Context: an optimization exercise on an open-source flow, tuned for small area. The choices shown serve that exercise and are no tape-out recipe.
In this exercise RTL edits were held to simulation tests only and were not proved equivalent to the original.
Power is estimated from default activity; no workload was simulated.

==> v4: inputs <==
==> flow/design.v <==
module WSG_8CH
(
	input			 CLK24M,
	input			 RESET,
	input	 [5:0] ADDR,
	input  [7:0] DATA,
	input			 WE,
	input			 SND_ENABLE,
	output [7:0] WAVE_AD,
	input  [3:0] WAVE_DT,
	output [7:0] SOUT
);
integer i;
reg	[6:0] cnt;
reg	[7:0] sel;		 
wire	step   = (cnt == 7'h7F);
wire	step_o = step & sel[3];
wire	[7:0] cc;
wire	[6:0] cnt_inc;
assign cc[0] = 1'b1;
genvar g;
generate for ( g = 0; g < 7; g = g + 1 ) begin : cinc
	assign cnt_inc[g] = cnt[g] ^ cc[g];
	assign cc[g+1]    = cnt[g] & cc[g];
end endgenerate
always @( posedge CLK24M ) begin
	cnt <= RESET ? 7'h0 : cnt_inc;
	sel <= RESET ? 8'h1 : step ? { sel[6:0], sel[7] } : sel;
end
wire	ld_s   = step & ~RESET;
wire	hold_s = ~step & ~RESET;
reg	 [7:0] fl [0:7];
reg	 [7:0] fm [0:7];
reg	 [3:0] fh [0:7];
reg	 [2:0] fv [0:7];
reg	 [3:0]  v [0:7];
wire	 [7:0] d = DATA & {8{~RESET}};
wire	 [7:0] vsel = 8'h1 << ADDR[5:3];
wire	 [7:0] w3, w4, w5, w6;
generate for ( g = 0; g < 8; g = g + 1 ) begin : chreg
	assign w3[g] = RESET | (WE & vsel[g] & (ADDR[2:0] == 3'h3));
	assign w4[g] = RESET | (WE & vsel[g] & (ADDR[2:0] == 3'h4));
	assign w5[g] = RESET | (WE & vsel[g] & (ADDR[2:0] == 3'h5));
	assign w6[g] = RESET | (WE & vsel[g] & (ADDR[2:0] == 3'h6));
	always @( posedge CLK24M ) begin
		v[g]  <= ({4{w3[g]}} & d[3:0]) | ({4{~w3[g]}} & v[g]);
		fl[g] <= ({8{w4[g]}} & d)      | ({8{~w4[g]}} & fl[g]);
		fm[g] <= ({8{w5[g]}} & d)      | ({8{~w5[g]}} & fm[g]);
		fh[g] <= ({4{w6[g]}} & d[3:0]) | ({4{~w6[g]}} & fh[g]);
		fv[g] <= ({3{w6[g]}} & d[6:4]) | ({3{~w6[g]}} & fv[g]);
	end
end endgenerate
reg [19:0] fq;
reg  [3:0] vq;
reg  [2:0] fvq;
always @* begin
	fq = 20'h0; vq = 4'h0; fvq = 3'h0;
	for ( i = 0; i < 8; i = i + 1 ) begin
		fq  = fq  | ({20{sel[i]}} & { fh[i], fm[i], fl[i] });
		vq  = vq  | ({4{sel[i]}} & v[i]);
		fvq = fvq | ({3{sel[i]}} & fv[i]);
	end
end
reg  [19:0] ring [0:6];
reg  [19:0] R;
reg         first;		 
wire [19:0] sum;
wire [20:0] sc;
assign sc[0] = 1'b0;
generate for ( g = 0; g < 20; g = g + 1 ) begin : radd
	assign sum[g]  = R[g] ^ fq[g] ^ sc[g];
	assign sc[g+1] = (R[g] & fq[g]) | (sc[g] & (R[g] ^ fq[g]));
end endgenerate
always @( posedge CLK24M ) begin
	ring[0] <= step ? sum : ring[6];
	for ( i = 1; i < 7; i = i + 1 )
		ring[i] <= ring[i-1];
end
wire ld_r = ld_s & ~first;
always @( posedge CLK24M ) begin
	R     <= ({20{ld_r}} & ring[6]) | ({20{hold_s}} & R);
	first <= RESET | (first & ~(step & sel[6]));
end
reg   [7:0] wa;
reg   [3:0] wm;		 
reg   [3:0] f;
reg   [6:0] ot, o;
reg   [6:0] so;
wire        it = (wm != 4'h0);
wire  [4:0] fs = { 1'b0, f } + { 1'b0, WAVE_DT };
wire  [6:0] ot_inc = ot + { 6'h0, it & fs[4] };
wire  [3:0] wm_dec = wm - { 3'h0, it };
wire  [3:0] wm_n = (fq != 20'h0) ? vq : 4'h0;
wire        p7 = step & sel[7];
wire        ld_o = p7 & ~RESET;
wire        hold_o = ~p7 & ~RESET;
wire        ld_so = step_o & ~RESET;
wire        hold_so = ~step_o & ~RESET;
assign WAVE_AD = wa;
assign SOUT    = { so, 1'b0 };
always @( posedge CLK24M ) begin
	f  <= {4{it}} & fs[3:0];
	ot <= {7{hold_o}} & ot_inc;
	o  <= ({7{ld_o}} & ot) | ({7{hold_o}} & o);
	wm <= ({4{ld_s}} & wm_n) | ({4{hold_s}} & wm_dec);
	wa <= ({8{ld_s}} & { fvq, R[19:15] }) | ({8{hold_s}} & wa);
	so <= ({7{ld_so & SND_ENABLE}} & o) | ({7{hold_so}} & so);
end
endmodule
==> flow/flow/run.sh <==
#!/bin/bash
# Layout flow: the standard ORFS flow (standard.sh), unchanged synthesis,
# with a smaller clock tree (larger sink clusters, no dummy loads) and
# minimum-size buffers on the input and output ports.
set -euo pipefail
CTS="-sink_clustering_enable -repair_clock_nets -dont_use_dummy_load -buf_list sky130_fd_sc_hd__clkbuf_8 -sink_clustering_size 15 -sink_clustering_max_diameter 100"
BP="-inputs -outputs -buffer_cell sky130_fd_sc_hd__buf_1"
bash standard.sh synth > synth.log 2>&1
bash standard.sh "CTS_ARGS=$CTS" "BUFFER_PORTS_ARGS=$BP" finish > layout.log 2>&1
==> flow/standard.sh <==
#!/bin/bash
# synth_recipe.tcl (not shown) runs the flow's synth.tcl, then flattens the netlist and writes it again
# the make line also repeats each setting of config.mk as NAME=value (left out here)
make -C /OpenROAD-flow-scripts/flow DESIGN_CONFIG=/design/flow/config.mk WORK_HOME=/design/flow/orfs CLKGATE_MAP_FILE= SYNTH_SCRIPT=/design/flow/synth_recipe.tcl "${@:-finish}"
==> flow/config.mk <==
export PLATFORM = sky130hd
export DESIGN_NAME = WSG_8CH
export DESIGN_NICKNAME = WSG_8CH
export VERILOG_FILES = /design/flow/design.v
export SDC_FILE = /design/flow/constraint.sdc
export NUM_CORES = 8
export LEC_CHECK = 0
export CAP_MARGIN = 20
export CORE_MARGIN = 2
export CORE_UTILIZATION = 40
export SLEW_MARGIN = 20
==> flow/constraint.sdc <==
create_clock -name core_clock -period 10.0 [get_ports {CLK24M}]
set_input_delay 2.0000 -clock core_clock [delete_from_list [all_inputs] [get_ports {CLK24M}]]
set_output_delay 2.0000 -clock core_clock [all_outputs]
set_load 0.01 [all_outputs]
==> v13: changes against v4 <==
==> flow/design.v, changed modules only <==
module WSG_8CH
(
	input			 CLK24M,
	input			 RESET,
	input	 [5:0] ADDR,
	input  [7:0] DATA,
	input			 WE,
	input			 SND_ENABLE,
	output [7:0] WAVE_AD,
	input  [3:0] WAVE_DT,
	output [7:0] SOUT
);
integer i;
genvar  g;
reg	[4:0] cd;
reg	[2:0] cr;
reg	[2:0] phase;
wire	step   = (cd == 5'd18) & (cr == 3'd2);
wire	step_o = step & (phase == 3'd3);
wire	cr_w   = (cr == 3'd6);
always @( posedge CLK24M ) begin
	if ( RESET | step ) begin
		cd <= 5'd0;
		cr <= 3'd1;
	end
	else begin
		cd <= cd + { 4'h0, cr_w };
		cr <= cr_w ? 3'd0 : cr + 3'd1;
	end
	phase <= RESET ? 3'd0 : phase + { 2'b0, step };
end
wire	[2:0] m1 = cr;
wire	ld_s   = step & ~RESET;
wire	hold_s = ~step & ~RESET;
wire	[2:0] k   = phase + ~ADDR[5:3];		 
wire	      isq = &k;
wire	[3:0] x   = { 1'b0, m1 } + { 1'b0, k[1:0], k[2] };	 
wire	[2:0] sm  = x[2:0] + { 2'b0, x[3] };			 
wire	      s0  = (sm == 3'd0) | (sm == 3'd7);
reg	[7:0] dest;
always @* begin
	dest = 8'h0;
	if ( isq )
		dest[step ? 0 : 7] = 1'b1;
	else if ( s0 )
		dest[step ? 7 : 0] = 1'b1;
	else
		dest[sm] = 1'b1;
end
wire	[3:0] fsel = { ADDR[2:0] == 3'h6, ADDR[2:0] == 3'h5, ADDR[2:0] == 3'h4, ADDR[2:0] == 3'h3 };
wire	[7:0] d = DATA;
wire	      we_n = WE & ~RESET;
wire	[26:0] wd = { d[6:4], d[3:0], d, d, d[3:0] };
reg	[26:0] wen [0:7];
reg	[26:0] hld [0:7];
always @* begin
	for ( i = 0; i < 8; i = i + 1 ) begin
		wen[i] = { {7{fsel[3]}}, {8{fsel[2]}}, {8{fsel[1]}}, {4{fsel[0]}} } & {27{we_n & dest[i]}};
		hld[i] = ~wen[i] & {27{~RESET}};
	end
end
reg  [26:0] rg [0:6];		 
reg  [19:0] ac [0:6];		 
reg  [26:0] Rg;
reg  [19:0] Ra;
reg         first;		 
wire [19:0] fq = Rg[23:4];
wire [3:0]  vq = Rg[3:0];
wire [2:0]  fvq = Rg[26:24];
wire [26:0] rg_d [0:6];
wire [26:0] Rg_d;
wsg_sel3 #(27) u_rg0 ( .a(wen[0]), .x(wd), .b(hld[0] & {27{step}}), .y(Rg),
                       .c(hld[0] & {27{~step}}), .z(rg[6]), .o(rg_d[0]) );
generate for ( g = 1; g < 7; g = g + 1 ) begin : rgs
	wsg_sel2 #(27) u_rg ( .a(wen[g]), .x(wd), .b(hld[g]), .y(rg[g-1]), .o(rg_d[g]) );
end endgenerate
wsg_sel3 #(27) u_rgR ( .a(wen[7]), .x(wd), .b(hld[7] & {27{step}}), .y(rg[6]),
                       .c(hld[7] & {27{~step}}), .z(Rg), .o(Rg_d) );
always @( posedge CLK24M ) begin
	for ( i = 0; i < 7; i = i + 1 )
		rg[i] <= rg_d[i];
	Rg <= Rg_d;
end
wire [19:0] sum;
wire [20:0] sc;
assign sc[0] = 1'b0;
generate for ( g = 0; g < 20; g = g + 1 ) begin : radd
	assign sum[g]  = Ra[g] ^ fq[g] ^ sc[g];
	assign sc[g+1] = (Ra[g] & fq[g]) | (sc[g] & (Ra[g] ^ fq[g]));
end endgenerate
wire        ld_r = ld_s & ~first;
wire [19:0] ac0_d, Ra_d;
wsg_sel2 #(20) u_ac0 ( .a({20{step}}), .x(sum), .b({20{~step}}), .y(ac[6]), .o(ac0_d) );
wsg_sel2 #(20) u_Ra  ( .a({20{ld_r}}), .x(ac[6]), .b({20{hold_s}}), .y(Ra), .o(Ra_d) );
always @( posedge CLK24M ) begin
	ac[0] <= ac0_d;
	for ( i = 1; i < 7; i = i + 1 )
		ac[i] <= ac[i-1];
	Ra    <= Ra_d;
	first <= RESET | (first & ~(step & (phase == 3'd6)));
end
reg   [7:0] wa;
reg   [3:0] wm;		 
reg   [3:0] f;
reg   [6:0] ot, o;
reg   [6:0] so;
wire        it = (wm != 4'h0);
wire  [4:0] fs = { 1'b0, f } + { 1'b0, WAVE_DT };
wire  [6:0] ot_inc = ot + { 6'h0, it & fs[4] };
wire  [3:0] wm_dec = wm - { 3'h0, it };
wire  [3:0] wm_n = (fq != 20'h0) ? vq : 4'h0;
wire        p7 = step & (phase == 3'd7);
wire        ld_o = p7 & ~RESET;
wire        hold_o = ~p7 & ~RESET;
wire        ld_so = step_o & ~RESET;
wire        hold_so = ~step_o & ~RESET;
wire  [7:0] wa_d;
wire  [3:0] wm_d;
wire  [6:0] o_d, so_d;
wsg_sel2 #(8) u_wa ( .a({8{ld_s}}), .x({ fvq, Ra[19:15] }), .b({8{hold_s}}), .y(wa), .o(wa_d) );
wsg_sel2 #(4) u_wm ( .a({4{ld_s}}), .x(wm_n), .b({4{hold_s}}), .y(wm_dec), .o(wm_d) );
wsg_sel2 #(7) u_o  ( .a({7{ld_o}}), .x(ot), .b({7{hold_o}}), .y(o), .o(o_d) );
wsg_sel2 #(7) u_so ( .a({7{ld_so & SND_ENABLE}}), .x(o), .b({7{hold_so}}), .y(so), .o(so_d) );
assign WAVE_AD = wa;
assign SOUT    = { so, 1'b0 };
always @( posedge CLK24M ) begin
	f  <= {4{it}} & fs[3:0];
	ot <= {7{hold_o}} & ot_inc;
	o  <= o_d;
	wm <= wm_d;
	wa <= wa_d;
	so <= so_d;
end
endmodule
module wsg_sel2 #( parameter W = 1 )
(
	input  [W-1:0] a, x, b, y,
	output [W-1:0] o
);
assign o = (a & x) | (b & y);
endmodule
module wsg_sel3 #( parameter W = 1 )
(
	input  [W-1:0] a, x, b, y, c, z,
	output [W-1:0] o
);
assign o = (a & x) | (b & y) | (c & z);
endmodule
==> flow/flow/run.sh (replaced) <==
#!/bin/bash
# Layout flow: the standard ORFS flow (standard.sh), unchanged synthesis,
# with a smaller clock tree (clkbuf_4 sink clusters of up to 10, no dummy
# loads) and minimum-size buffers on the input and output ports.
set -euo pipefail
CTS="-sink_clustering_enable -repair_clock_nets -dont_use_dummy_load -buf_list sky130_fd_sc_hd__clkbuf_4 -sink_clustering_size 10 -sink_clustering_max_diameter 60"
BP="-inputs -outputs -buffer_cell sky130_fd_sc_hd__buf_1"
bash standard.sh synth > synth.log 2>&1
bash standard.sh "CTS_ARGS=$CTS" "BUFFER_PORTS_ARGS=$BP" finish > layout.log 2>&1
--- a/flow/config.mk
+++ b/flow/config.mk
@@ -5,7 +5,8 @@
 export SDC_FILE = /design/flow/constraint.sdc
 export NUM_CORES = 8
 export LEC_CHECK = 0
-export CAP_MARGIN = 20
+export CAP_MARGIN = 0
 export CORE_MARGIN = 2
 export CORE_UTILIZATION = 40
-export SLEW_MARGIN = 20
+export SLEW_MARGIN = 0
+export SYNTH_HIERARCHICAL = 1
==> notes.md <==
metric                                                               v13          v4
Outcome                                         timing/DRC/antenna clean  timing/DRC/antenna clean
Detailed-route via count                                            8221        7663
Clock power frac                                                   0.273       0.274
Placeable core area                                            32800 µm²   35400 µm²
Layout cells sized above 1                                        0.0653      0.0682
Number of global-route vias before repair                           7835        7613
WL/cell                                                          17.6 µm     19.8 µm
Chip Width                                                        187 µm      193 µm
Average instance area after synthesis                           12.8 µm²    15.0 µm²
Count of non-filler cells in the finished layout                    1576        1458
Switching component of the power                                0.643 mW    0.642 mW
Fraction of synthesized area in multiplexers                    0.000841     0.00210
Achievable clock frequency                                     0.121 GHz   0.110 GHz
Post-route total power                                           2.62 mW     2.96 mW
Synth warn                                                            15           7
Maximum number of pins on one net before global-route repair          36          56
Placed wire-length estimate after detailed placement            18800 µm    17500 µm
Count of clock-net buffers in the final layout                        48          34
FP Rows                                                               66          69

afterwards: timing with drivers on the ports:
In the flow no input, the clock included, has a driving cell. The finished layouts below were timed again as built, in two steps.
Step 1: set_driving_cell puts a clkbuf_16 on CLK24M and a buf_2 on each other input, an assumption about the parent block.
Step 2, shift: input delay + t, output delay - t, t = (earliest + latest rising clock arrival at the registers) / 2. This alone moves slack from input paths to output paths.
a / b / c = ideal / step 1 / step 2; a / b = the first two.
run | shift t [ns] | setup slack, ns | latest minus earliest clock arrival (ns) | worst slew at a driven data input, ns
v4 | 0.569 | 0.904 / 0.904 / 0.904 | 0.057 / 0.057 | 0.03
v13 | 0.712 | 1.754 / 1.754 / 1.754 | 0.107 / 0.106 | 0.04
After both steps every run listed still meets setup and hold.
